Source: an optimization exercise on an open RTL-to-GDS flow (aim: small area). Production flows keep margins and buffers that such runs may drop. Function was checked by simulation only, so behaviour that the tests miss may differ from the original. No activity file was given, so power comes from the tool's default toggle rates.

## the baseline
==> flow/design.v (excerpt) <==
module gf1
	(
	input MCLK,
	input CLK,  
	input IOW,
	input IOR,
	input CS1,  
	input CS2,  
	input DACK1,  
	input DACK2,  
	input RESET,
	output WAIT,
	output DRQ1,
	output DRQ2,
	output IRQ1,
	output IRQ2,
	output IRQ3,
	input DMA_TC,
	input [15:0] DATA_i,
	output [15:0] DATA_o,
	input IO16,
	input [3:0] ADDRESS,
	output BUSA_LOW,
	output BUSA_HIGH,
	input [7:0] DRAM_DATA_i,
	output [7:0] DRAM_DATA_o,
	output reg DRAM_WE,
	output reg DRAM_RAS,
	output [8:0] DRAM_ADDR,
	output DRAM_CAS0,
	output DRAM_CAS1,
	output DRAM_CAS2,
	output DRAM_CAS3,
	output DAC_DATA,
	output reg DAC_CLK,
	output reg DAC_LR,
	output reg DAC_LR2
	);
For scale: roughly 16,000 cells after synthesis, roughly 6,300 flip-flops, ~90 I/O pins, about 0.20 mm² of cells after synthesis.
clock: 15.0 ns
lec_check: 0
cap_margin: 20
core_margin: 2
core_utilization: 45
cts_cluster_diameter: 100
cts_cluster_size: 24
slew_margin: 20
synth_memory_max_bits: 16384
run.sh (not shown) runs the stock make flow with config.mk's settings and CLKGATE_MAP_FILE= SYNTH_SCRIPT=/design/flow/synth_recipe.tcl, a recipe that flattens the netlist after the stock synthesis.
diff inputs: the baseline => the candidate
- CTS_CLUSTER_SIZE: 24 -> unset
- CTS_CLUSTER_DIAMETER: 100 -> unset
==> flow/flow/run.sh (new file) <==
#!/bin/bash
# Own layout flow: the standard synthesis, its combinational logic re-mapped
# for area (registers untouched), then the standard layout with its own
# clock tree settings. Each tool's output goes to a log file here.
set -euo pipefail
HERE=$(pwd)
RES=$HERE/orfs/results/$FLOW_PLATFORM/gf1/base
LIB=$FLOW_HOME/platforms/$FLOW_PLATFORM/lib/sky130_fd_sc_hd__tt_025C_1v80.lib
CFG=$FLOW_HOME/platforms/$FLOW_PLATFORM/config.mk

# 1. standard synthesis
bash standard.sh "$RES/1_2_yosys.v" > "$HERE/log_1_synth.txt" 2>&1
cp "$RES/1_2_yosys.v" "$HERE/synth_standard.v"

# 2. re-map the combinational logic
SEQ=$(grep -oE 'sky130_fd_sc_hd__[a-z0-9_]+' "$RES/1_2_yosys.v" | sort -u | grep -E '__(e|s|se)?df|__dl' | tr '\n' ' ')
DU=$(sed -n '/DONT_USE_CELLS += /,/^#/p' "$CFG" | grep -oE 'sky130_fd_sc_hd__[a-z0-9_]+' | sed 's/^/-dont_use /' | tr '\n' ' ')
sed -e "s#{LIB}#$LIB#g" -e "s#{NETLIST}#$RES/1_2_yosys.v#g" -e "s#{TOP}#$FLOW_TOP#g" \
    -e "s#{SEQ}#$SEQ#g" -e "s#{DONTUSE}#$DU#g" -e "s#{ABCSCRIPT}#$HERE/flow/area.abc#g" \
    flow/remap.ys > "$HERE/remap_run.ys"
yosys -l "$HERE/log_2_remap.txt" -q "$HERE/remap_run.ys" > /dev/null 2>&1

# 3. the rest of the standard layout, with the clock tree settings below
CTS="-sink_clustering_enable -repair_clock_nets -dont_use_dummy_load -sink_clustering_size ${CTS_SIZE:-24} -sink_clustering_max_diameter ${CTS_DIAM:-100}"
bash standard.sh "CTS_ARGS=$CTS" finish > "$HERE/log_3_layout.txt" 2>&1
==> flow/flow/area.abc (new file) <==
&get -n
&st
&dc2
&dch -f
&nf -R 1000
&st
&dc2
&dch -f
&nf -R 1000
&put
==> flow/flow/remap.ys (new file) <==
# Re-maps the combinational logic of the standard synthesis netlist for area.
# The flip-flops (dfxtp/edfxtp and any other sequential cell) are kept as they are.
read_liberty -ignore_miss_func {LIB}
read_verilog {NETLIST}
hierarchy -top {TOP}
blackbox {SEQ}
flatten
opt_clean
abc -liberty {LIB} {DONTUSE} -script {ABCSCRIPT}
opt_clean -purge
hilomap -singleton -hicell sky130_fd_sc_hd__conb_1 HI -locell sky130_fd_sc_hd__conb_1 LO
insbuf -buf sky130_fd_sc_hd__buf_4 A X
splitnets
opt_clean -purge
stat -liberty {LIB}
write_verilog -noattr -noexpr -nohex -nodec {NETLIST}
==> flow/standard.sh (new file) <==
#!/bin/bash
# synth_recipe.tcl (not shown) runs the flow's synth.tcl, then flattens the netlist and writes it again
# the make line also repeats each setting of config.mk as NAME=value (left out here)
make -C /OpenROAD-flow-scripts/flow DESIGN_CONFIG=/design/flow/config.mk WORK_HOME=/design/flow/orfs CLKGATE_MAP_FILE= SYNTH_SCRIPT=/design/flow/synth_recipe.tcl "${@:-finish}"
removed: flow/run.sh
### Flow results
From the baseline to the candidate the numbers moved as follows: met3 routing resource usage after global routing +0.63 points; ratio of total power to cell area +about 1.7%; total number of vias -3.6%; total power -570 µW.
The candidate vs. the baseline: synthesized cell area -0.011 mm²; number of buffers created by CTS now sits lower.
Re clock network latency to the later pin of the worst-skew pair: the candidate and the baseline aren't equal, and the lower value belongs to the candidate.

[separate check: timing with driven ports]
Ports are ideal in the flow. The routed layouts listed here were re-timed in OpenROAD.
Step 1 (the two cells are an assumption about what drives the block):
set clk [get_ports {MCLK}]
set_driving_cell -lib_cell sky130_fd_sc_hd__clkbuf_16 $clk
set_driving_cell -lib_cell sky130_fd_sc_hd__buf_2 [delete_from_list [all_inputs] $clk]
Step 2 adds t to the input delays and takes it off the output delays; t is the mean of the earliest and latest rising clock arrival at the registers after step 1. Input paths then give back, and output paths get back, about the clock's delay inside the block.
a / b / c = ideal ports / drivers / drivers and shift; a / b = the first two.
| run | t (ns) | setup WS [ns] | slew at the worst register clock pin (ns) | worst data-port slew with drivers (ns) | cell pins on the clock port's net |
|---|---|---|---|---|---|
| the baseline | 1.113 | 5.353 / 5.307 / 5.307 | 0.11 / 0.11 | 0.06 | 1 |
| the candidate | 1.069 | 5.300 / 5.186 / 4.371 | 0.10 / 0.10 | 0.18 | 1 |
After both steps setup and hold are still met in every run listed. For the candidate, which loses most, drivers alone change the setup slack by -0.114 ns; drivers and shift together by -0.929 ns.
